From an optimization exercise on the open Yosys and OpenROAD flow, aimed at small area, a short achievable clock period and few clock cycles per item; shortcuts taken in it are not production practice.
No run shown here included a check of the RTL's function; only the layout flow was run.
Power is estimated from default activity; no workload was simulated.

==> flow/flow/run.sh <==
#!/bin/bash
# The standard layout, except that the ports are buffered with sky130_fd_sc_hd__buf_1
# rather than the delay buffer buffer_ports picks by itself.
set -euo pipefail
bash standard.sh "BUFFER_PORTS_ARGS=-buffer_cell sky130_fd_sc_hd__buf_1" finish > run_make.log 2>&1
==> flow/standard.sh <==
#!/bin/bash
# synth_recipe.tcl (not shown) runs the flow's synth.tcl, then flattens the netlist and writes it again
# the make line also repeats each setting of config.mk as NAME=value (left out here)
make -C /OpenROAD-flow-scripts/flow DESIGN_CONFIG=/design/flow/config.mk WORK_HOME=/design/flow/orfs CLKGATE_MAP_FILE= SYNTH_SCRIPT=/design/flow/synth_recipe.tcl "${@:-finish}"
==> flow/config.mk <==
export PLATFORM = sky130hd
export DESIGN_NAME = fc_layer
export DESIGN_NICKNAME = fc_layer
export VERILOG_FILES = /design/flow/design.v
export SDC_FILE = /design/flow/constraint.sdc
export NUM_CORES = 4
export LEC_CHECK = 0
export CAP_MARGIN = 20
export CORE_AREA = 5 5 435 435
export DIE_AREA = 0 0 440 440
export SETUP_SLACK_MARGIN = 3
export SLEW_MARGIN = 20
export SYNTH_HIERARCHICAL = 1
export SYNTH_MINIMUM_KEEP_SIZE = 0
==> flow/constraint.sdc <==
create_clock -name core_clock -period 10.0 [get_ports {clk}]
set_input_delay 2.0000 -clock core_clock [delete_from_list [all_inputs] [get_ports {clk}]]
set_output_delay 2.0000 -clock core_clock [all_outputs]
set_load 0.01 [all_outputs]
==> flow/design.v <==
`timescale 1ns/1ps
module fc_layer #(
    parameter INPUT_SIZE  = 16,
    parameter OUTPUT_SIZE = 8,
    parameter DATA_WIDTH  = 8
)(
    input  logic                          clk,
    input  logic                          reset,
    input  logic                          start,
    output logic                          done,
    input  logic signed [INPUT_SIZE*DATA_WIDTH-1:0]  input_data_flat,
    input  logic signed [OUTPUT_SIZE*INPUT_SIZE*DATA_WIDTH-1:0] weights_flat,
    input  logic signed [OUTPUT_SIZE*DATA_WIDTH-1:0]            bias_flat,
    output logic signed [OUTPUT_SIZE*DATA_WIDTH-1:0] output_data_flat
);
    logic [3:0] st;
    logic       valid;    
    logic       first, last, en;
    assign first = st[0];
    assign last  = st[3];
    assign en    = !first || start;
    always_ff @(posedge clk or posedge reset) begin
        if (reset) begin
            st    <= 4'b0001;
            done  <= 1'b0;
            valid <= 1'b0;
        end else begin
            if (en) st <= {st[2:0], st[3]};
            done <= last;
            if (last) valid <= 1'b1;
        end
    end
    logic [15:0] sgn, neg, one, two;
    logic [15:0] sgnn, onen, twon, nz;
    always_comb begin
        for (int j = 0; j < 16; j++) begin
            logic b2, b1, b0;
            b2 = (st[0] & input_data_flat[8*j+1]) | (st[1] & input_data_flat[8*j+3]) |
                 (st[2] & input_data_flat[8*j+5]) | (st[3] & input_data_flat[8*j+7]);
            b1 = (st[0] & input_data_flat[8*j+0]) | (st[1] & input_data_flat[8*j+2]) |
                 (st[2] & input_data_flat[8*j+4]) | (st[3] & input_data_flat[8*j+6]);
            b0 = (st[1] & input_data_flat[8*j+1]) | (st[2] & input_data_flat[8*j+3]) |
                 (st[3] & input_data_flat[8*j+5]);
            sgn[j] = b2;
            one[j] = b1 ^ b0;
            two[j] = (b2 & !b1 & !b0) | (!b2 & b1 & b0);
            neg[j] = b2 & !(b1 & b0);
            sgnn[j] = !sgn[j];
            onen[j] = !one[j];
            twon[j] = !two[j];
            nz[j]   = one[j] | two[j];
        end
    end
    logic [4:0] e;
    fc_popcount u_pc (.n(neg), .e(e));
    localparam logic [15:0] K0 = 16'hB000;
    logic [15:0] s_q  [OUTPUT_SIZE];
    logic [15:0] c_q  [OUTPUT_SIZE];
    logic [5:0]  lo_q [OUTPUT_SIZE];
    for (genvar i = 0; i < OUTPUT_SIZE; i++) begin : g_out
        logic [143:0] pp;
        logic [15:0]  as_, ac_;
        logic [15:0]  so, co;
        logic [1:0]   r;
        logic         cy;
        assign {cy, r} = s_q[i][1:0] + c_q[i][1:0];
        always_comb begin
            as_ = first ? {{8{bias_flat[8*i+7]}}, bias_flat[8*i +: 8]} : {2'b00, s_q[i][15:2]};
            ac_ = first ? K0 : {2'b00, c_q[i][15:2]};
        end
        for (genvar j = 0; j < 16; j++) begin : g_row
            logic [7:0] wnn;
            assign wnn = ~(weights_flat[8*(16*i+j) +: 8] ^ {8{sgn[j]}});
            fc_sel u_s0 (.a1(onen[j]), .a2(wnn[0]), .b1(twon[j]), .b2(sgnn[j]), .y(pp[9*j]));
            for (genvar t = 1; t < 8; t++) begin : g_bit
                fc_sel u_s (.a1(onen[j]), .a2(wnn[t]), .b1(twon[j]), .b2(wnn[t-1]), .y(pp[9*j+t]));
            end
            assign pp[9*j+8] = ~(nz[j] & ~wnn[7]);   
        end
        fc_csa u_csa (.pp(pp), .as_(as_), .ac_(ac_), .ci(!first & cy), .e(e), .so(so), .co(co));
        always_ff @(posedge clk) begin
            if (en) begin
                s_q[i][9:0] <= so[9:0];
                c_q[i][9:0] <= co[9:0];
                lo_q[i]     <= {r, lo_q[i][5:2]};
            end
            s_q[i][15:10] <= so[15:10];
            c_q[i][15:10] <= co[15:10];
        end
        logic [9:0]  hi;
        logic [15:0] acc;
        assign hi  = s_q[i][9:0] + c_q[i][9:0];
        assign acc = {hi, lo_q[i]};
        always_comb begin
            if (!valid)
                output_data_flat[8*i +: 8] = 8'h00;
            else if (!acc[15] && acc[14:7] != 8'h00)
                output_data_flat[8*i +: 8] = 8'h7f;
            else if (acc[15] && acc[14:7] != 8'hff)
                output_data_flat[8*i +: 8] = 8'h80;
            else
                output_data_flat[8*i +: 8] = acc[7:0];
        end
    end
endmodule
module fc_sel (
    input  logic a1, a2, b1, b2,
    output logic y
);
    assign y = !((a1 | a2) & (b1 | b2));
endmodule
module fc_popcount (
  input  logic [15:0] n,
  output logic [4:0]  e
);
  wire ps1, pc2;
  fc_fa u_ps1 (.a(n[0]), .b(n[1]), .c(n[2]), .s(ps1), .co(pc2));
  wire ps3, pc4;
  fc_fa u_ps3 (.a(n[3]), .b(n[4]), .c(n[5]), .s(ps3), .co(pc4));
  wire ps5, pc6;
  fc_fa u_ps5 (.a(n[6]), .b(n[7]), .c(n[8]), .s(ps5), .co(pc6));
  wire ps7, pc8;
  fc_fa u_ps7 (.a(n[9]), .b(n[10]), .c(n[11]), .s(ps7), .co(pc8));
  wire ps9, pc10;
  fc_fa u_ps9 (.a(n[12]), .b(n[13]), .c(n[14]), .s(ps9), .co(pc10));
  wire ps11, pc12;
  fc_fa u_ps11 (.a(n[15]), .b(ps1), .c(ps3), .s(ps11), .co(pc12));
  wire ps13, pc14;
  fc_fa u_ps13 (.a(ps5), .b(ps7), .c(ps9), .s(ps13), .co(pc14));
  wire ps15, pc16;
  fc_ha u_ps15 (.a(ps11), .b(ps13), .s(ps15), .co(pc16));
  wire ps17, pc18;
  fc_fa u_ps17 (.a(pc2), .b(pc4), .c(pc6), .s(ps17), .co(pc18));
  wire ps19, pc20;
  fc_fa u_ps19 (.a(pc8), .b(pc10), .c(pc12), .s(ps19), .co(pc20));
  wire ps21, pc22;
  fc_fa u_ps21 (.a(pc14), .b(ps17), .c(pc16), .s(ps21), .co(pc22));
  wire ps23, pc24;
  fc_ha u_ps23 (.a(ps19), .b(ps21), .s(ps23), .co(pc24));
  wire ps25, pc26;
  fc_fa u_ps25 (.a(pc18), .b(pc20), .c(pc22), .s(ps25), .co(pc26));
  wire ps27, pc28;
  fc_ha u_ps27 (.a(pc24), .b(ps25), .s(ps27), .co(pc28));
  wire ps29, pc30;
  fc_ha u_ps29 (.a(pc26), .b(pc28), .s(ps29), .co(pc30));
  assign e[0] = ps15;
  assign e[1] = ps23;
  assign e[2] = ps27;
  assign e[3] = ps29;
  assign e[4] = pc30;
endmodule
module fc_csa (
  input  logic [143:0] pp,
  input  logic [15:0]  as_,
  input  logic [15:0]  ac_,
  input  logic         ci,
  input  logic [4:0]   e,
  output logic [15:0]  so,
  output logic [15:0]  co
);
  wire ts1, tc2;
  fc_fa u_ts1 (.a(as_[0]), .b(ac_[0]), .c(ci), .s(ts1), .co(tc2));
  wire ts3, tc4;
  fc_fa u_ts3 (.a(ts1), .b(pp[0]), .c(pp[9]), .s(ts3), .co(tc4));
  wire ts5, tc6;
  fc_fa u_ts5 (.a(pp[18]), .b(pp[27]), .c(pp[36]), .s(ts5), .co(tc6));
  wire ts7, tc8;
  fc_fa u_ts7 (.a(pp[45]), .b(pp[54]), .c(pp[63]), .s(ts7), .co(tc8));
  wire ts9, tc10;
  fc_fa u_ts9 (.a(pp[72]), .b(pp[81]), .c(pp[90]), .s(ts9), .co(tc10));
  wire ts11, tc12;
  fc_fa u_ts11 (.a(pp[99]), .b(pp[108]), .c(pp[117]), .s(ts11), .co(tc12));
  wire ts13, tc14;
  fc_fa u_ts13 (.a(pp[126]), .b(pp[135]), .c(ts3), .s(ts13), .co(tc14));
  wire ts15, tc16;
  fc_fa u_ts15 (.a(ts5), .b(ts7), .c(ts9), .s(ts15), .co(tc16));
  wire ts17, tc18;
  fc_fa u_ts17 (.a(ts11), .b(ts13), .c(ts15), .s(ts17), .co(tc18));
  wire ts19, tc20;
  fc_fa u_ts19 (.a(as_[1]), .b(ac_[1]), .c(tc2), .s(ts19), .co(tc20));
  wire ts21, tc22;
  fc_fa u_ts21 (.a(ts19), .b(pp[1]), .c(pp[10]), .s(ts21), .co(tc22));
  wire ts23, tc24;
  fc_fa u_ts23 (.a(pp[19]), .b(pp[28]), .c(pp[37]), .s(ts23), .co(tc24));
  wire ts25, tc26;
  fc_fa u_ts25 (.a(pp[46]), .b(pp[55]), .c(pp[64]), .s(ts25), .co(tc26));
  wire ts27, tc28;
  fc_fa u_ts27 (.a(pp[73]), .b(pp[82]), .c(pp[91]), .s(ts27), .co(tc28));
  wire ts29, tc30;
  fc_fa u_ts29 (.a(pp[100]), .b(pp[109]), .c(pp[118]), .s(ts29), .co(tc30));
  wire ts31, tc32;
  fc_fa u_ts31 (.a(pp[127]), .b(pp[136]), .c(tc4), .s(ts31), .co(tc32));
  wire ts33, tc34;
  fc_fa u_ts33 (.a(tc6), .b(tc8), .c(tc10), .s(ts33), .co(tc34));
  wire ts35, tc36;
  fc_fa u_ts35 (.a(tc12), .b(ts21), .c(ts23), .s(ts35), .co(tc36));
  wire ts37, tc38;
  fc_fa u_ts37 (.a(ts25), .b(ts27), .c(ts29), .s(ts37), .co(tc38));
  wire ts39, tc40;
  fc_fa u_ts39 (.a(tc14), .b(tc16), .c(ts31), .s(ts39), .co(tc40));
  wire ts41, tc42;
  fc_fa u_ts41 (.a(ts33), .b(ts35), .c(ts37), .s(ts41), .co(tc42));
  wire ts43, tc44;
  fc_fa u_ts43 (.a(tc18), .b(ts39), .c(ts41), .s(ts43), .co(tc44));
  wire ts45, tc46;
  fc_fa u_ts45 (.a(as_[2]), .b(ac_[2]), .c(tc20), .s(ts45), .co(tc46));
  wire ts47, tc48;
  fc_fa u_ts47 (.a(pp[2]), .b(pp[11]), .c(pp[20]), .s(ts47), .co(tc48));
  wire ts49, tc50;
  fc_fa u_ts49 (.a(pp[29]), .b(pp[38]), .c(pp[47]), .s(ts49), .co(tc50));
  wire ts51, tc52;
  fc_fa u_ts51 (.a(pp[56]), .b(pp[65]), .c(pp[74]), .s(ts51), .co(tc52));
  wire ts53, tc54;
  fc_fa u_ts53 (.a(pp[83]), .b(pp[92]), .c(pp[101]), .s(ts53), .co(tc54));
  wire ts55, tc56;
  fc_fa u_ts55 (.a(pp[110]), .b(pp[119]), .c(pp[128]), .s(ts55), .co(tc56));
  wire ts57, tc58;
  fc_fa u_ts57 (.a(pp[137]), .b(ts45), .c(tc22), .s(ts57), .co(tc58));
  wire ts59, tc60;
  fc_fa u_ts59 (.a(tc24), .b(tc26), .c(tc28), .s(ts59), .co(tc60));
  wire ts61, tc62;
  fc_fa u_ts61 (.a(tc30), .b(ts47), .c(ts49), .s(ts61), .co(tc62));
  wire ts63, tc64;
  fc_fa u_ts63 (.a(ts51), .b(ts53), .c(ts55), .s(ts63), .co(tc64));
  wire ts65, tc66;
  fc_fa u_ts65 (.a(tc32), .b(tc34), .c(tc36), .s(ts65), .co(tc66));
  wire ts67, tc68;
  fc_fa u_ts67 (.a(tc38), .b(ts57), .c(ts59), .s(ts67), .co(tc68));
  wire ts69, tc70;
  fc_fa u_ts69 (.a(ts61), .b(ts63), .c(tc40), .s(ts69), .co(tc70));
  wire ts71, tc72;
  fc_fa u_ts71 (.a(tc42), .b(ts65), .c(ts67), .s(ts71), .co(tc72));
  wire ts73, tc74;
  fc_fa u_ts73 (.a(ts69), .b(tc44), .c(ts71), .s(ts73), .co(tc74));
  wire ts75, tc76;
  fc_fa u_ts75 (.a(as_[3]), .b(ac_[3]), .c(pp[3]), .s(ts75), .co(tc76));
  wire ts77, tc78;
  fc_fa u_ts77 (.a(pp[12]), .b(pp[21]), .c(pp[30]), .s(ts77), .co(tc78));
  wire ts79, tc80;
  fc_fa u_ts79 (.a(pp[39]), .b(pp[48]), .c(pp[57]), .s(ts79), .co(tc80));
  wire ts81, tc82;
  fc_fa u_ts81 (.a(pp[66]), .b(pp[75]), .c(pp[84]), .s(ts81), .co(tc82));
  wire ts83, tc84;
  fc_fa u_ts83 (.a(pp[93]), .b(pp[102]), .c(pp[111]), .s(ts83), .co(tc84));
  wire ts85, tc86;
  fc_fa u_ts85 (.a(pp[120]), .b(pp[129]), .c(pp[138]), .s(ts85), .co(tc86));
  wire ts87, tc88;
  fc_fa u_ts87 (.a(tc46), .b(tc48), .c(tc50), .s(ts87), .co(tc88));
  wire ts89, tc90;
  fc_fa u_ts89 (.a(tc52), .b(tc54), .c(tc56), .s(ts89), .co(tc90));
  wire ts91, tc92;
  fc_fa u_ts91 (.a(ts75), .b(ts77), .c(ts79), .s(ts91), .co(tc92));
  wire ts93, tc94;
  fc_fa u_ts93 (.a(ts81), .b(ts83), .c(ts85), .s(ts93), .co(tc94));
  wire ts95, tc96;
  fc_fa u_ts95 (.a(tc58), .b(tc60), .c(tc62), .s(ts95), .co(tc96));
  wire ts97, tc98;
  fc_fa u_ts97 (.a(tc64), .b(ts87), .c(ts89), .s(ts97), .co(tc98));
  wire ts99, tc100;
  fc_fa u_ts99 (.a(ts91), .b(ts93), .c(tc66), .s(ts99), .co(tc100));
  wire ts101, tc102;
  fc_fa u_ts101 (.a(tc68), .b(ts95), .c(ts97), .s(ts101), .co(tc102));
  wire ts103, tc104;
  fc_fa u_ts103 (.a(tc70), .b(tc72), .c(ts99), .s(ts103), .co(tc104));
  wire ts105, tc106;
  fc_fa u_ts105 (.a(ts101), .b(tc74), .c(ts103), .s(ts105), .co(tc106));
  wire ts107, tc108;
  fc_fa u_ts107 (.a(as_[4]), .b(ac_[4]), .c(pp[4]), .s(ts107), .co(tc108));
  wire ts109, tc110;
  fc_fa u_ts109 (.a(pp[13]), .b(pp[22]), .c(pp[31]), .s(ts109), .co(tc110));
  wire ts111, tc112;
  fc_fa u_ts111 (.a(pp[40]), .b(pp[49]), .c(pp[58]), .s(ts111), .co(tc112));
  wire ts113, tc114;
  fc_fa u_ts113 (.a(pp[67]), .b(pp[76]), .c(pp[85]), .s(ts113), .co(tc114));
  wire ts115, tc116;
  fc_fa u_ts115 (.a(pp[94]), .b(pp[103]), .c(pp[112]), .s(ts115), .co(tc116));
  wire ts117, tc118;
  fc_fa u_ts117 (.a(pp[121]), .b(pp[130]), .c(pp[139]), .s(ts117), .co(tc118));
  wire ts119, tc120;
  fc_fa u_ts119 (.a(tc76), .b(tc78), .c(tc80), .s(ts119), .co(tc120));
  wire ts121, tc122;
  fc_fa u_ts121 (.a(tc82), .b(tc84), .c(tc86), .s(ts121), .co(tc122));
  wire ts123, tc124;
  fc_fa u_ts123 (.a(ts107), .b(ts109), .c(ts111), .s(ts123), .co(tc124));
  wire ts125, tc126;
  fc_fa u_ts125 (.a(ts113), .b(ts115), .c(ts117), .s(ts125), .co(tc126));
  wire ts127, tc128;
  fc_fa u_ts127 (.a(tc88), .b(tc90), .c(tc92), .s(ts127), .co(tc128));
  wire ts129, tc130;
  fc_fa u_ts129 (.a(tc94), .b(ts119), .c(ts121), .s(ts129), .co(tc130));
  wire ts131, tc132;
  fc_fa u_ts131 (.a(ts123), .b(ts125), .c(tc96), .s(ts131), .co(tc132));
  wire ts133, tc134;
  fc_fa u_ts133 (.a(tc98), .b(ts127), .c(ts129), .s(ts133), .co(tc134));
  wire ts135, tc136;
  fc_fa u_ts135 (.a(tc100), .b(tc102), .c(ts131), .s(ts135), .co(tc136));
  wire ts137, tc138;
  fc_fa u_ts137 (.a(ts133), .b(tc104), .c(ts135), .s(ts137), .co(tc138));
  wire ts139, tc140;
  fc_ha u_ts139 (.a(e[4]), .b(tc106), .s(ts139), .co(tc140));
  wire ts141, tc142;
  fc_fa u_ts141 (.a(as_[5]), .b(ac_[5]), .c(pp[5]), .s(ts141), .co(tc142));
  wire ts143, tc144;
  fc_fa u_ts143 (.a(pp[14]), .b(pp[23]), .c(pp[32]), .s(ts143), .co(tc144));
  wire ts145, tc146;
  fc_fa u_ts145 (.a(pp[41]), .b(pp[50]), .c(pp[59]), .s(ts145), .co(tc146));
  wire ts147, tc148;
  fc_fa u_ts147 (.a(pp[68]), .b(pp[77]), .c(pp[86]), .s(ts147), .co(tc148));
  wire ts149, tc150;
  fc_fa u_ts149 (.a(pp[95]), .b(pp[104]), .c(pp[113]), .s(ts149), .co(tc150));
  wire ts151, tc152;
  fc_fa u_ts151 (.a(pp[122]), .b(pp[131]), .c(pp[140]), .s(ts151), .co(tc152));
  wire ts153, tc154;
  fc_fa u_ts153 (.a(tc108), .b(tc110), .c(tc112), .s(ts153), .co(tc154));
  wire ts155, tc156;
  fc_fa u_ts155 (.a(tc114), .b(tc116), .c(tc118), .s(ts155), .co(tc156));
  wire ts157, tc158;
  fc_fa u_ts157 (.a(ts141), .b(ts143), .c(ts145), .s(ts157), .co(tc158));
  wire ts159, tc160;
  fc_fa u_ts159 (.a(ts147), .b(ts149), .c(ts151), .s(ts159), .co(tc160));
  wire ts161, tc162;
  fc_fa u_ts161 (.a(tc120), .b(tc122), .c(tc124), .s(ts161), .co(tc162));
  wire ts163, tc164;
  fc_fa u_ts163 (.a(tc126), .b(ts153), .c(ts155), .s(ts163), .co(tc164));
  wire ts165, tc166;
  fc_fa u_ts165 (.a(ts157), .b(ts159), .c(tc128), .s(ts165), .co(tc166));
  wire ts167, tc168;
  fc_fa u_ts167 (.a(tc130), .b(ts161), .c(ts163), .s(ts167), .co(tc168));
  wire ts169, tc170;
  fc_fa u_ts169 (.a(tc132), .b(tc134), .c(ts165), .s(ts169), .co(tc170));
  wire ts171, tc172;
  fc_fa u_ts171 (.a(ts167), .b(tc136), .c(ts169), .s(ts171), .co(tc172));
  wire ts173, tc174;
  fc_ha u_ts173 (.a(tc138), .b(ts171), .s(ts173), .co(tc174));
  wire ts175, tc176;
  fc_fa u_ts175 (.a(as_[6]), .b(ac_[6]), .c(pp[6]), .s(ts175), .co(tc176));
  wire ts177, tc178;
  fc_fa u_ts177 (.a(pp[15]), .b(pp[24]), .c(pp[33]), .s(ts177), .co(tc178));
  wire ts179, tc180;
  fc_fa u_ts179 (.a(pp[42]), .b(pp[51]), .c(pp[60]), .s(ts179), .co(tc180));
  wire ts181, tc182;
  fc_fa u_ts181 (.a(pp[69]), .b(pp[78]), .c(pp[87]), .s(ts181), .co(tc182));
  wire ts183, tc184;
  fc_fa u_ts183 (.a(pp[96]), .b(pp[105]), .c(pp[114]), .s(ts183), .co(tc184));
  wire ts185, tc186;
  fc_fa u_ts185 (.a(pp[123]), .b(pp[132]), .c(pp[141]), .s(ts185), .co(tc186));
  wire ts187, tc188;
  fc_fa u_ts187 (.a(tc142), .b(tc144), .c(tc146), .s(ts187), .co(tc188));
  wire ts189, tc190;
  fc_fa u_ts189 (.a(tc148), .b(tc150), .c(tc152), .s(ts189), .co(tc190));
  wire ts191, tc192;
  fc_fa u_ts191 (.a(ts175), .b(ts177), .c(ts179), .s(ts191), .co(tc192));
  wire ts193, tc194;
  fc_fa u_ts193 (.a(ts181), .b(ts183), .c(ts185), .s(ts193), .co(tc194));
  wire ts195, tc196;
  fc_fa u_ts195 (.a(tc154), .b(tc156), .c(tc158), .s(ts195), .co(tc196));
  wire ts197, tc198;
  fc_fa u_ts197 (.a(tc160), .b(ts187), .c(ts189), .s(ts197), .co(tc198));
  wire ts199, tc200;
  fc_fa u_ts199 (.a(ts191), .b(ts193), .c(tc162), .s(ts199), .co(tc200));
  wire ts201, tc202;
  fc_fa u_ts201 (.a(tc164), .b(ts195), .c(ts197), .s(ts201), .co(tc202));
  wire ts203, tc204;
  fc_fa u_ts203 (.a(tc166), .b(tc168), .c(ts199), .s(ts203), .co(tc204));
  wire ts205, tc206;
  fc_fa u_ts205 (.a(ts201), .b(tc170), .c(ts203), .s(ts205), .co(tc206));
  wire ts207, tc208;
  fc_ha u_ts207 (.a(tc172), .b(ts205), .s(ts207), .co(tc208));
  wire ts209, tc210;
  fc_fa u_ts209 (.a(as_[7]), .b(ac_[7]), .c(pp[7]), .s(ts209), .co(tc210));
  wire ts211, tc212;
  fc_fa u_ts211 (.a(pp[16]), .b(pp[25]), .c(pp[34]), .s(ts211), .co(tc212));
  wire ts213, tc214;
  fc_fa u_ts213 (.a(pp[43]), .b(pp[52]), .c(pp[61]), .s(ts213), .co(tc214));
  wire ts215, tc216;
  fc_fa u_ts215 (.a(pp[70]), .b(pp[79]), .c(pp[88]), .s(ts215), .co(tc216));
  wire ts217, tc218;
  fc_fa u_ts217 (.a(pp[97]), .b(pp[106]), .c(pp[115]), .s(ts217), .co(tc218));
  wire ts219, tc220;
  fc_fa u_ts219 (.a(pp[124]), .b(pp[133]), .c(pp[142]), .s(ts219), .co(tc220));
  wire ts221, tc222;
  fc_fa u_ts221 (.a(tc176), .b(tc178), .c(tc180), .s(ts221), .co(tc222));
  wire ts223, tc224;
  fc_fa u_ts223 (.a(tc182), .b(tc184), .c(tc186), .s(ts223), .co(tc224));
  wire ts225, tc226;
  fc_fa u_ts225 (.a(ts209), .b(ts211), .c(ts213), .s(ts225), .co(tc226));
  wire ts227, tc228;
  fc_fa u_ts227 (.a(ts215), .b(ts217), .c(ts219), .s(ts227), .co(tc228));
  wire ts229, tc230;
  fc_fa u_ts229 (.a(tc188), .b(tc190), .c(tc192), .s(ts229), .co(tc230));
  wire ts231, tc232;
  fc_fa u_ts231 (.a(tc194), .b(ts221), .c(ts223), .s(ts231), .co(tc232));
  wire ts233, tc234;
  fc_fa u_ts233 (.a(ts225), .b(ts227), .c(tc196), .s(ts233), .co(tc234));
  wire ts235, tc236;
  fc_fa u_ts235 (.a(tc198), .b(ts229), .c(ts231), .s(ts235), .co(tc236));
  wire ts237, tc238;
  fc_fa u_ts237 (.a(tc200), .b(tc202), .c(ts233), .s(ts237), .co(tc238));
  wire ts239, tc240;
  fc_fa u_ts239 (.a(ts235), .b(tc204), .c(ts237), .s(ts239), .co(tc240));
  wire ts241, tc242;
  fc_ha u_ts241 (.a(tc206), .b(ts239), .s(ts241), .co(tc242));
  wire ts243, tc244;
  fc_fa u_ts243 (.a(as_[8]), .b(ac_[8]), .c(pp[8]), .s(ts243), .co(tc244));
  wire ts245, tc246;
  fc_fa u_ts245 (.a(pp[17]), .b(pp[26]), .c(pp[35]), .s(ts245), .co(tc246));
  wire ts247, tc248;
  fc_fa u_ts247 (.a(pp[44]), .b(pp[53]), .c(pp[62]), .s(ts247), .co(tc248));
  wire ts249, tc250;
  fc_fa u_ts249 (.a(pp[71]), .b(pp[80]), .c(pp[89]), .s(ts249), .co(tc250));
  wire ts251, tc252;
  fc_fa u_ts251 (.a(pp[98]), .b(pp[107]), .c(pp[116]), .s(ts251), .co(tc252));
  wire ts253, tc254;
  fc_fa u_ts253 (.a(pp[125]), .b(pp[134]), .c(pp[143]), .s(ts253), .co(tc254));
  wire ts255, tc256;
  fc_fa u_ts255 (.a(tc210), .b(tc212), .c(tc214), .s(ts255), .co(tc256));
  wire ts257, tc258;
  fc_fa u_ts257 (.a(tc216), .b(tc218), .c(tc220), .s(ts257), .co(tc258));
  wire ts259, tc260;
  fc_fa u_ts259 (.a(ts243), .b(ts245), .c(ts247), .s(ts259), .co(tc260));
  wire ts261, tc262;
  fc_fa u_ts261 (.a(ts249), .b(ts251), .c(ts253), .s(ts261), .co(tc262));
  wire ts263, tc264;
  fc_fa u_ts263 (.a(tc222), .b(tc224), .c(tc226), .s(ts263), .co(tc264));
  wire ts265, tc266;
  fc_fa u_ts265 (.a(tc228), .b(ts255), .c(ts257), .s(ts265), .co(tc266));
  wire ts267, tc268;
  fc_fa u_ts267 (.a(ts259), .b(ts261), .c(tc230), .s(ts267), .co(tc268));
  wire ts269, tc270;
  fc_fa u_ts269 (.a(tc232), .b(ts263), .c(ts265), .s(ts269), .co(tc270));
  wire ts271, tc272;
  fc_fa u_ts271 (.a(tc234), .b(tc236), .c(ts267), .s(ts271), .co(tc272));
  wire ts273, tc274;
  fc_fa u_ts273 (.a(ts269), .b(tc238), .c(ts271), .s(ts273), .co(tc274));
  wire ts275, tc276;
  fc_ha u_ts275 (.a(tc240), .b(ts273), .s(ts275), .co(tc276));
  wire ts277, tc278;
  fc_fa u_ts277 (.a(as_[9]), .b(ac_[9]), .c(tc244), .s(ts277), .co(tc278));
  wire ts279, tc280;
  fc_fa u_ts279 (.a(tc246), .b(tc248), .c(tc250), .s(ts279), .co(tc280));
  wire ts281, tc282;
  fc_fa u_ts281 (.a(tc252), .b(tc254), .c(tc256), .s(ts281), .co(tc282));
  wire ts283, tc284;
  fc_fa u_ts283 (.a(tc258), .b(tc260), .c(tc262), .s(ts283), .co(tc284));
  wire ts285, tc286;
  fc_fa u_ts285 (.a(ts277), .b(ts279), .c(tc264), .s(ts285), .co(tc286));
  wire ts287, tc288;
  fc_fa u_ts287 (.a(tc266), .b(ts281), .c(ts283), .s(ts287), .co(tc288));
  wire ts289, tc290;
  fc_fa u_ts289 (.a(tc268), .b(tc270), .c(ts285), .s(ts289), .co(tc290));
  wire ts291, tc292;
  fc_fa u_ts291 (.a(ts287), .b(tc272), .c(ts289), .s(ts291), .co(tc292));
  wire ts293, tc294;
  fc_ha u_ts293 (.a(tc274), .b(ts291), .s(ts293), .co(tc294));
  wire ts295, tc296;
  fc_fa u_ts295 (.a(as_[10]), .b(ac_[10]), .c(tc278), .s(ts295), .co(tc296));
  wire ts297, tc298;
  fc_fa u_ts297 (.a(tc280), .b(tc282), .c(tc284), .s(ts297), .co(tc298));
  wire ts299, tc300;
  fc_fa u_ts299 (.a(ts295), .b(tc286), .c(tc288), .s(ts299), .co(tc300));
  wire ts301, tc302;
  fc_fa u_ts301 (.a(ts297), .b(tc290), .c(ts299), .s(ts301), .co(tc302));
  wire ts303, tc304;
  fc_ha u_ts303 (.a(tc292), .b(ts301), .s(ts303), .co(tc304));
  wire ts305, tc306;
  fc_fa u_ts305 (.a(as_[11]), .b(ac_[11]), .c(tc296), .s(ts305), .co(tc306));
  wire ts307, tc308;
  fc_fa u_ts307 (.a(tc298), .b(ts305), .c(tc300), .s(ts307), .co(tc308));
  wire ts309, tc310;
  fc_ha u_ts309 (.a(tc302), .b(ts307), .s(ts309), .co(tc310));
  wire ts311, tc312;
  fc_fa u_ts311 (.a(as_[12]), .b(ac_[12]), .c(tc306), .s(ts311), .co(tc312));
  wire ts313, tc314;
  fc_ha u_ts313 (.a(ts311), .b(tc308), .s(ts313), .co(tc314));
  wire ts315, tc316;
  fc_fa u_ts315 (.a(as_[13]), .b(ac_[13]), .c(tc312), .s(ts315), .co(tc316));
  wire ts317, tc318;
  fc_ha u_ts317 (.a(as_[14]), .b(ac_[14]), .s(ts317), .co(tc318));
  wire ts319, tc320;
  fc_ha u_ts319 (.a(as_[15]), .b(ac_[15]), .s(ts319), .co(tc320));
  assign so[0] = e[0];
  assign co[0] = ts17;
  assign so[1] = e[1];
  assign co[1] = ts43;
  assign so[2] = e[2];
  assign co[2] = ts73;
  assign so[3] = e[3];
  assign co[3] = ts105;
  assign so[4] = ts137;
  assign co[4] = ts139;
  assign so[5] = tc140;
  assign co[5] = ts173;
  assign so[6] = tc174;
  assign co[6] = ts207;
  assign so[7] = tc208;
  assign co[7] = ts241;
  assign so[8] = tc242;
  assign co[8] = ts275;
  assign so[9] = tc276;
  assign co[9] = ts293;
  assign so[10] = tc294;
  assign co[10] = ts303;
  assign so[11] = tc304;
  assign co[11] = ts309;
  assign so[12] = tc310;
  assign co[12] = ts313;
  assign so[13] = tc314;
  assign co[13] = ts315;
  assign so[14] = tc316;
  assign co[14] = ts317;
  assign so[15] = tc318;
  assign co[15] = ts319;
endmodule
module fc_fa (
  input  logic a, b, c,
  output logic s, co
);
  assign s  = a ^ b ^ c;
  assign co = (a & b) | (a & c) | (b & c);
endmodule
module fc_ha (
  input  logic a, b,
  output logic s, co
);
  assign s  = a ^ b;
  assign co = a & b;
endmodule
==> metrics.log, run 1 <==
[metrics] Warnings, synthesis: 10
[metrics] clock latency reported for the late side of the worst-skew pair: 0.67 ns
[metrics] RSZ-0062 raised after global routing: yes
[metrics] Tightest Hold Check Type: reg2reg
[metrics] total power consumption of the routed design: 7.50 mW
[metrics] mean routed wirelength per cell: 42.8 um
[metrics] portion of synthesized cell area occupied by the leading cell type: 0.403
[metrics] most frequent cells in the layout: buf_1, fa_1, xnor2_1, o22ai_1, edfxtp_1
[metrics] total of endpoints with negative setup slack in the final report: 0
[metrics] worst setup path class: in2reg
[metrics] Clk pin slew, worst setup/hold paths: 0.06 ns
[metrics] number of nets in the layout: 9094
[metrics] number of cell rows: 157
[metrics] largest family of logic cells by synthesized area: adder cells
[metrics] Worst Max-Slew Pin Slew: 1.23 ns
[metrics] count of state elements after synthesis: 310
[metrics] post-synthesis simple-gate area fraction: 0.0507
[metrics] H-Tree Level Count: 2
[metrics] first-pass iteration count of the detailed router: 9
[metrics] async set-or-reset flop fraction in the synthesized netlist: 0.0194
[metrics] placeable core area: 183000 sq um
[metrics] cell area after synthesis: 60100 sq um
[metrics] number of unique standard cell types used by synthesis: 69
[metrics] fraction of synthesized area in multiplexers: 0.0114
[metrics] standby leakage power: 27.0 nW
[metrics] Peak VDD IR: 0.127 mV
[metrics] final critical-path setup slack: 2.96 ns
[metrics] largest area contributor in the netlist: fa_1
[metrics] maximum net fanout on the critical path: 30
[metrics] final period utilization: 0.704
[metrics] number of max-slew violations in the final report: 0
[metrics] post-synthesis sequential area ratio: 0.138
[metrics] Vias: 56.5k
[metrics] final hold slack: 0.432 ns
[metrics] placed standard-cell area: 67700 sq um
[metrics] area added between synthesis and finish: 17.9%
[metrics] Post-Synthesis Mean Instance Area: 11.2 sq um
[metrics] area enclosed by the die boundary: 194000 sq um
[metrics] first-pass GRT wire length: 503 mm
[metrics] Register-to-Register Path Depth: 12
[metrics] kind of start point of the critical path: primary input
[metrics] sum of negative setup slack: 0 ns
[metrics] number of sinks on the clock net: 310
[metrics] largest net degree at the start of global routing: 105
[metrics] share of the synthesized area in compound gates (AO/OA/AOI/OAI): 0.147
[metrics] Starting Density: 0.328
[metrics] die extent in y: 440 um
[metrics] outcome: timing/DRC/antenna clean
[metrics] weighted congestion reported at the end of routability-driven placement: 1.04
[metrics] max-cap check violation count: 0
[metrics] CTS Root Cell: clkbuf_16
[metrics] synthesized-area fraction occupied by xor and xnor cells: 0.158
[metrics] Final HPWL DP: 307 mm
[metrics] Die Width: 440 um
[metrics] flip-flop cell with the highest count after synthesis: edfxtp_1
[metrics] maximum clock skew at final layout: 0.0336 ns
[metrics] leading post-synthesis cells by cell area: fa_1, xnor2_1, o22ai_1, edfxtp_1, ha_1
[metrics] port bufs: 1283
[metrics] power density of the placed cells: 106 nW/um^2
[metrics] fill cell total of the finished layout: 18.5k
[metrics] fraction of the mapped netlist area in adder cells: 0.441
[metrics] maximum clock path buffer count: 3
[metrics] final count of hold timing violations: 0
[metrics] cell depth of the worst hold path: 0
[metrics] post-layout minimum cycle time: 7.04 ns
[metrics] number of enable-type register cells in the synthesized netlist: 208
[metrics] most common cell after layout, fill and taps aside: buf_1
[metrics] initial drt markers: 6950
[metrics] sort of element at the end of the critical path: register
[metrics] DR vias/cell: 6.22
[metrics] remaining global-route overflow: 0
[metrics] DRC violation count after routing: 0
[metrics] worst slack, placed: 1.44 ns
[metrics] number of antenna violations at the first check in global routing: 116
[metrics] required time worst endpoint: 10.39 ns
[metrics] count of antenna-violating nets left after detailed routing: 0
[metrics] number of clock buffers inserted by TritonCTS: 48
[metrics] total global-route track usage: 0.387
[metrics] worst relative slew slack: 0.175
[metrics] CTS tree: done
[metrics] synthesized instance count: 5367
[metrics] area of all placed cells without fillers: 70900 sq um
[metrics] maximum clock frequency: 0.142 GHz
[metrics] data arrival time at the worst-slack endpoint: 7.43 ns
[metrics] num ports: 1284
[metrics] proportion of layout cells with a drive suffix above 1: 0.0944
[metrics] via count of the first global-routing pass: 58.9k
[metrics] Total Wirelength: 390 mm
-- per-module statistics from Yosys, one instance, submodules excluded --
module       copies in the design  cells inside  area (sq um)  flip-flops and latches
fc_csa                          8            32           240                       0
fc_sel                       1024             1          6.26                       0
fc_popcount                     1             5          37.5                       0
fc_fa                        1203             1          20.0                       0
fc_layer                        1          2787         26500                     310
fc_ha                          92             1          12.5                       0
-- state kept, by name (all words and copies together) (netlist names) --
register  count
lo_q         48
s_q         128
valid         1
done          1
c_q         128
st            4
-- cells in the mapped netlist, drive strengths merged, types with 29 or more instances --
master / instances
buf: 382
nand3: 29
xnor2: 1049
dfxtp: 96
nor2: 84
a21oi: 45
o21a: 41
o21ai: 92
fa: 1211
nand2: 123
edfxtp: 208
xor2: 34
ha: 180
nand2b: 140
mux2: 58
a22oi: 80
clkbuf: 45
nor3: 42
nor2b: 99
inv: 135
o22ai: 1026
-- critical path: stages --
cell and delay [ns]:
buf_1 0.08, a22oi_1 0.46, nand2_4 0.18, buf_4 0.20
buf_4 0.29, xnor2_1 0.71, o22ai_1 0.22, fa_1 0.49
fa_1 0.43, fa_1 0.50, fa_1 0.45, fa_1 0.54
fa_1 0.43, ha_1 0.28
-- metrics by stage --
step           std cells   util
6_report            9092  0.386
5_1_grt             9045  0.386
4_1_cts             8956  0.382
3_5_place_dp        8826  0.369
3_3_place_gp        8820  0.368
2_1_floorplan       5374      -
-- cells by family after synthesis --
group,after synthesis
other,1
AND/OR/NAND/NOR,580
AO/OA/AOI/OAI,1379
buffers and inverters,562
multiplexers,61
XOR/XNOR,1083
adder cells (fa/ha/maj),1391
flip-flops,310
-- power by group --
group	total, mW	internal, mW	switching (mW)	leakage [nW]
Sequential	2.06	1.87	0.192	3.21
Clock	1.82	1.06	0.756	0.811
Combinational	3.62	1.57	2.05	23.0
Total	7.50	4.50	3.00	27.0
-- routing by layer --
metal	vias up	wire (um)	part of all wire	track usage
li1	21200	-	-	-
met1	29000	138000	0.35	0.455
met2	4922	170000	0.44	0.577
met3	1351	43700	0.11	0.122
met4	16	38100	0.098	0.319
met5	-	106	0.00027	0
-- path summary, 6_finish.rpt --
path	from	end	slack, ns
min in group asynchronous	reset	st[2]	1.24
max reg2reg	st[0]	c_q[5][4]	3.20
max	input_data_flat[49]	c_q[3][9]	2.96
min	lo_q[6][2]	lo_q[6][0]	0.43
max in group asynchronous	reset	st[0]	8.51
min reg2reg	lo_q[6][2]	lo_q[6][0]	0.43
-- layout make-up --
| cell class | count | area [sq um] | area share |
|---|---|---|---|
| Antenna cell | 104 | 260 | 0.00367 |
| Sequential cell | 310 | 8330 | 0.117 |
| Timing Repair Buffer | 1483 | 7040 | 0.0993 |
| Multi-Input combinational cell | 4504 | 49900 | 0.704 |
| Tap cell | 2464 | 3080 | 0.0435 |
| Clock buffer | 74 | 1540 | 0.0217 |
| Inverter | 135 | 634 | 0.00895 |
| Timing Repair inverter | 2 | 15.0 | 0.000212 |
| Clock inverter | 16 | 98.8 | 0.00139 |
-- repair_timing --
action	in CTS	in global routing
resized for setup	66	54
setup endpoints to repair	162	105
gates cloned	2	2
pin swaps	2	10
setup buffers	38	30
hold buffers	0	0
==> run 2, diff against run 1 <==
--- a/flow/design.v
+++ b/flow/design.v
@@ -30,29 +30,44 @@
             if (last) valid <= 1'b1;
         end
     end
-    logic [15:0] sgn, neg, one, two;
-    logic [15:0] sgnn, onen, twon, nz;
+    logic [15:0] sgn0, onen0, twon0, nz0, neg0;
+    logic [15:0] sgn_n, onen_n, twon_n, nz_n, neg_n;
+    logic [15:0] sgn_q, onen_q, twon_q, nz_q;
+    logic [15:0] sgn, sgnn, onen, twon, nz;
+    logic [4:0]  e, e0, e_n, e_q;
     always_comb begin
         for (int j = 0; j < 16; j++) begin
             logic b2, b1, b0;
-            b2 = (st[0] & input_data_flat[8*j+1]) | (st[1] & input_data_flat[8*j+3]) |
-                 (st[2] & input_data_flat[8*j+5]) | (st[3] & input_data_flat[8*j+7]);
-            b1 = (st[0] & input_data_flat[8*j+0]) | (st[1] & input_data_flat[8*j+2]) |
-                 (st[2] & input_data_flat[8*j+4]) | (st[3] & input_data_flat[8*j+6]);
-            b0 = (st[1] & input_data_flat[8*j+1]) | (st[2] & input_data_flat[8*j+3]) |
-                 (st[3] & input_data_flat[8*j+5]);
-            sgn[j] = b2;
-            one[j] = b1 ^ b0;
-            two[j] = (b2 & !b1 & !b0) | (!b2 & b1 & b0);
-            neg[j] = b2 & !(b1 & b0);
-            sgnn[j] = !sgn[j];
-            onen[j] = !one[j];
-            twon[j] = !two[j];
-            nz[j]   = one[j] | two[j];
+            sgn0[j]  = input_data_flat[8*j+1];
+            onen0[j] = !input_data_flat[8*j+0];
+            twon0[j] = !(input_data_flat[8*j+1] & !input_data_flat[8*j+0]);
+            nz0[j]   = input_data_flat[8*j+1] | input_data_flat[8*j+0];
+            neg0[j]  = input_data_flat[8*j+1];
+            b2 = (st[0] & input_data_flat[8*j+3]) | (st[1] & input_data_flat[8*j+5]) |
+                 (st[2] & input_data_flat[8*j+7]);
+            b1 = (st[0] & input_data_flat[8*j+2]) | (st[1] & input_data_flat[8*j+4]) |
+                 (st[2] & input_data_flat[8*j+6]);
+            b0 = (st[0] & input_data_flat[8*j+1]) | (st[1] & input_data_flat[8*j+3]) |
+                 (st[2] & input_data_flat[8*j+5]);
+            sgn_n[j]  = b2;
+            onen_n[j] = !(b1 ^ b0);
+            twon_n[j] = !((b2 & !b1 & !b0) | (!b2 & b1 & b0));
+            nz_n[j]   = !((b2 & b1 & b0) | (!b2 & !b1 & !b0));
+            neg_n[j]  = b2 & !(b1 & b0);
         end
     end
-    logic [4:0] e;
-    fc_popcount u_pc (.n(neg), .e(e));
+    fc_popcount u_pc0 (.n(neg0), .e(e0));
+    fc_popcount u_pcn (.n(neg_n), .e(e_n));
+    always_ff @(posedge clk) begin
+        sgn_q  <= sgn_n;
+        onen_q <= onen_n;
+        twon_q <= twon_n;
+        nz_q   <= nz_n;
+        e_q    <= e_n;
+    end
+    fc_pick #(.W(69)) u_pick (.sel(first), .a({sgn0, onen0, twon0, nz0, e0}),
+                              .b({sgn_q, onen_q, twon_q, nz_q, e_q}), .y({sgn, onen, twon, nz, e}));
+    assign sgnn = ~sgn;
     localparam logic [15:0] K0 = 16'hB000;
     logic [15:0] s_q  [OUTPUT_SIZE];
     logic [15:0] c_q  [OUTPUT_SIZE];
@@ -109,6 +124,16 @@
 );
     assign y = !((a1 | a2) & (b1 | b2));
 endmodule
+module fc_pick #(
+    parameter W = 1
+)(
+    input  logic         sel,
+    input  logic [W-1:0] a,
+    input  logic [W-1:0] b,
+    output logic [W-1:0] y
+);
+    assign y = sel ? a : b;
+endmodule
 module fc_popcount (
   input  logic [15:0] n,
   output logic [4:0]  e
==> metrics.log, run 2 <==
[metrics] outcome: timing/DRC/antenna clean
[metrics] maximum clock path buffer count: 3 (unchanged)
[metrics] RSZ-0062 raised after global routing: yes
[metrics] filler-free cell count of the finished design: 9155 (+0.69%)
[metrics] async set-or-reset flop fraction in the synthesized netlist: 0.0158 (-0.00352)
[metrics] DRC violation count after routing: 0 (unchanged)
[metrics] post-synthesis sequential area ratio: 0.154 (+0.0159)
[metrics] gr busiest metal: met2
[metrics] num ports: 1284 (unchanged)
[metrics] leading cell type by number of instances after synthesis: fa_1
[metrics] largest family of logic cells by synthesized area: adder cells
[metrics] kind of start point of the critical path: primary input
[metrics] power density of the placed cells: 114 nW/um^2 (+7.9%)
[metrics] sort of element at the end of the critical path: register
[metrics] maximum net fanout on the critical path: 44 (+47%)
[metrics] post-synthesis simple-gate area fraction: 0.0505 (-0.000206)
[metrics] Tightest Hold Check Type: reg2reg
[metrics] cell area after synthesis: 62900 sq um (+4.6%)
[metrics] max-cap check violation count: 0 (unchanged)
[metrics] sum of negative setup slack: 0 ns (unchanged)
[metrics] standby leakage power: 27.7 nW (+2.5%)
[metrics] Clk pin slew, worst setup/hold paths: 0.07 ns (about the same)
[metrics] instance count after placement with tap cells included: 8988 (+1.8%)
[metrics] flip-flop cell with the highest count after synthesis: edfxtp_1
[metrics] number of enable-type register cells in the synthesized netlist: 208 (unchanged)
[metrics] most frequent cells in the layout: buf_1, fa_1, xnor2_1, o22ai_1, edfxtp_1
[metrics] maximum clock frequency: 0.140 GHz (-1.3%)
[metrics] H-Tree Level Count: 2 (unchanged)
[metrics] number of unique standard cell types used by synthesis: 67 (-2.9%)
[metrics] fraction of synthesized area in multiplexers: 0.0239 (+0.0125)
[metrics] worst setup path class: in2reg
[metrics] worst relative slew slack: 0.128 (-0.0468)
[metrics] leading post-synthesis cells by cell area: fa_1, xnor2_1, o22ai_1, edfxtp_1, dfxtp_1
[metrics] Warnings, synthesis: 10 (unchanged)
[metrics] Starting Density: 0.343 (+0.0150)
[metrics] final count of hold timing violations: 0 (unchanged)
[metrics] initial drt markers: 7676 (+10%)
[metrics] synthesized-area fraction occupied by xor and xnor cells: 0.150 (-0.00748)
[metrics] most used standard cells in the synthesized netlist: fa_1, xnor2_1, o22ai_1, buf_4, edfxtp_1
[metrics] Total Wirelength: 391 mm (+0.27%)
[metrics] first-pass GRT wire length: 507 mm (+0.74%)
[metrics] Final HPWL DP: 303 mm (-1.5%)
[metrics] mean routed wirelength per cell: 42.7 um (-0.42%)
[metrics] most common cell after layout, fill and taps aside: buf_1
[metrics] count of antenna-violating nets left after detailed routing: 0 (unchanged)
[metrics] number of sinks on the clock net: 379 (+22%)
[metrics] largest net degree at the start of global routing: 123 (+17%)
[metrics] largest registers: c_q: 128 flops, s_q: 128 flops, lo_q: 48 flops
[metrics] fraction of the mapped netlist area in adder cells: 0.426 (-0.0150)
[metrics] Die Width: 440 um (unchanged)
[metrics] number of max-slew violations in the final report: 0 (unchanged)
[metrics] Peak VDD IR: 0.137 mV (+7.5%)
[metrics] count of state elements after synthesis: 379 (+22%)
[metrics] first-pass iteration count of the detailed router: 7 (-2)
[metrics] global routing met1 resource utilization: 0.476 (+0.0209)
[metrics] data arrival time at the worst-slack endpoint: 7.61 ns (+0.18 ns)
[metrics] via count of the first global-routing pass: 59.9k (+1.8%)
[metrics] area added between synthesis and finish: 13.2%
[metrics] number of antenna violations at the first check in global routing: 75 (-35%)
[metrics] Post-Synthesis Mean Instance Area: 11.2 sq um (+0.35%)
[metrics] largest area contributor in the netlist: fa_1
[metrics] synthesized instance count: 5593 (+4.2%)
[metrics] number of cell rows: 157 (unchanged)
[metrics] portion of synthesized cell area occupied by the leading cell type: 0.389 (-0.0141)
[metrics] die extent in y: 440 um (unchanged)
[metrics] DR vias/cell: 6.34 (+2.0%)
[metrics] maximum clock skew at final layout: 0.0241 ns (-0.00956 ns)
[metrics] origin of the worst min-delay path: st[3]
[metrics] share of the synthesized area in compound gates (AO/OA/AOI/OAI): 0.142 (-0.00503)
[metrics] origin of the critical flop-to-flop path: st[0]
[metrics] grt met3 use: 0.135 (+0.0132)
[metrics] post-layout minimum cycle time: 7.14 ns (+0.0945 ns)
[metrics] critical path startpoint: input_data_flat[65]
[metrics] remaining global-route overflow: 0 (unchanged)
[metrics] proportion of layout cells with a drive suffix above 1: 0.0571 (-0.0373)
[metrics] weighted congestion reported at the end of routability-driven placement: 1.08 (+4.3%)
[metrics] CTS tree: done
[metrics] Vias: 58.0k (+2.7%)
[metrics] placeable core area: 183000 sq um (unchanged)
[metrics] grt met2 use: 0.561 (-0.0155)
[metrics] clock latency reported for the late side of the worst-skew pair: 0.73 ns (+0.06 ns)
[metrics] Worst Max-Slew Pin Slew: 1.30 ns (+0.0697 ns)
[metrics] final period utilization: 0.714 (+0.00945)
[metrics] CTS hold repair buffers: 0 (unchanged)
[metrics] number of clock buffers inserted by TritonCTS: 55 (+15%)
[metrics] total global-route track usage: 0.387 (about the same)
[metrics] port bufs: 1283 (unchanged)
[metrics] required time worst endpoint: 10.48 ns (+0.09 ns)
[metrics] total of endpoints with negative setup slack in the final report: 0 (unchanged)
[metrics] CTS Root Cell: clkbuf_16
[metrics] area enclosed by the die boundary: 194000 sq um (unchanged)
[metrics] fill cell total of the finished layout: 18.5k (+0.33%)
[metrics] number of nets in the layout: 9214 (+1.3%)
==> run 2: cells by family after synthesis <==
logic type | Yosys count
fa+ha+maj | 1406
compound gates | 1392
xor+xnor | 1078
buf+inv | 620
simple gates | 587
flops | 379
mux | 130
other cells | 1
==> run 2: final timing paths <==
| path | end | slack (ns) | depth (start not counted) |
|---|---|---|---|
| max in group asynchronous | st[0] | 8.52 | 2 |
| setup / recovery | c_q[5][5] | 2.86 | 12 |
| setup reg to reg | c_q[5][5] | 3.02 | 12 |
| min in group asynchronous | done | 1.22 | 2 |
| hold / removal | done | 0.42 | 0 |
| hold reg to reg | done | 0.42 | 0 |
==> run 2: worst max-delay path, stage by stage <==
cell and delay (ns):
buf_1 0.23, mux2_8 0.68, buf_4 0.60, xnor2_1 0.41, o22ai_1 0.24, fa_1 0.58, fa_1 0.48, fa_1 0.53
fa_1 0.43, fa_1 0.54, fa_1 0.42, ha_1 0.28
==> run 2: where the power goes <==
| group | internal, mW | total (mW) | switching, mW |
|---|---|---|---|
| registers | 2.15 | 2.33 | 0.189 |
| clock network | 1.09 | 2.00 | 0.907 |
| logic | 1.60 | 3.79 | 2.19 |
| total | 4.84 | 8.13 | 3.29 |
==> run 2: area by class of cell <==
type                            count  area [sq um]  share of cell area
Antenna cell                       56           140             0.00197
Clock buffer                       75          1490              0.0210
Clock inverter                     28           224             0.00315
Inverter                          177           668             0.00939
Multi-Input combinational cell   4604         50200               0.706
Sequential cell                   379          9710               0.136
Tap cell                         2464          3080              0.0433
Timing Repair Buffer             1372          5590              0.0786
==> run 2: what timing repair did <==
item                                    in CTS  in global routing
gates cloned                                 0                  3
endpoints found under the setup margin     103                 28
gates resized for setup                      2                 10
hold endpoints to repair                     0                  0
setup buffers                                2                  2
==> run 2: metrics by stage <==
stage               utilization  worst slack [ns]  area, sq um  total power [mW]  hold slack (ns)
finish                    0.388              2.86        71200              8.13            0.415
global route              0.388              2.89        71100              8.68            0.436
CTS                       0.386              3.10        70900              8.10            0.410
detailed placement        0.377              2.22        69100              6.07            0.398
global placement          0.377              2.16        69100              5.94            0.397
floorplan                     -              3.20        62900              5.71            0.375
==> run 2: Yosys stat by module, one instance, submodules excluded, excerpt <==
module,cells,times used,cell area [sq um]
fc_fa,1,1214,20.0
fc_ha,1,96,12.5
fc_csa,32,8,240
fc_sel,1,1024,6.26
fc_popcount,5,2,37.5
fc_layer,2916,1,28100
==> run 2: per-layer routing <==
| metal | routed length, um | vias to the layer above |
|---|---|---|
| met5 | 111 | - |
| met4 | 34700 | 18 |
| met3 | 50100 | 1287 |
| met2 | 165000 | 5246 |
| met1 | 141000 | 29900 |
| li1 | - | 21600 |

## separate check: timing with driven ports
In the flow no input, the clock included, has a driving cell. The finished layouts below were timed again as built, in two steps. Step 1, drivers: a clkbuf_16 drives clk and a buf_2 each remaining input, both assumed. Step 2, shift: input delay + t, output delay - t, t = (earliest + latest rising clock arrival at the registers) / 2. This alone moves slack from input paths to output paths. Three values: no drivers, after step 1, after step 2; two values: the first two.
run	shift t [ns]	setup slack, ns	hold slack, ns
run 1	0.750	2.958 / 3.011 / 2.261	0.432 / 0.432 / 0.432
run 2	0.803	2.863 / 2.928 / 2.124	0.415 / 0.415 / 0.415
After both steps every run listed still meets setup and hold. The setup slack of run 2, which loses most, moves by +0.065 ns with the drivers and by -0.739 ns with both steps.
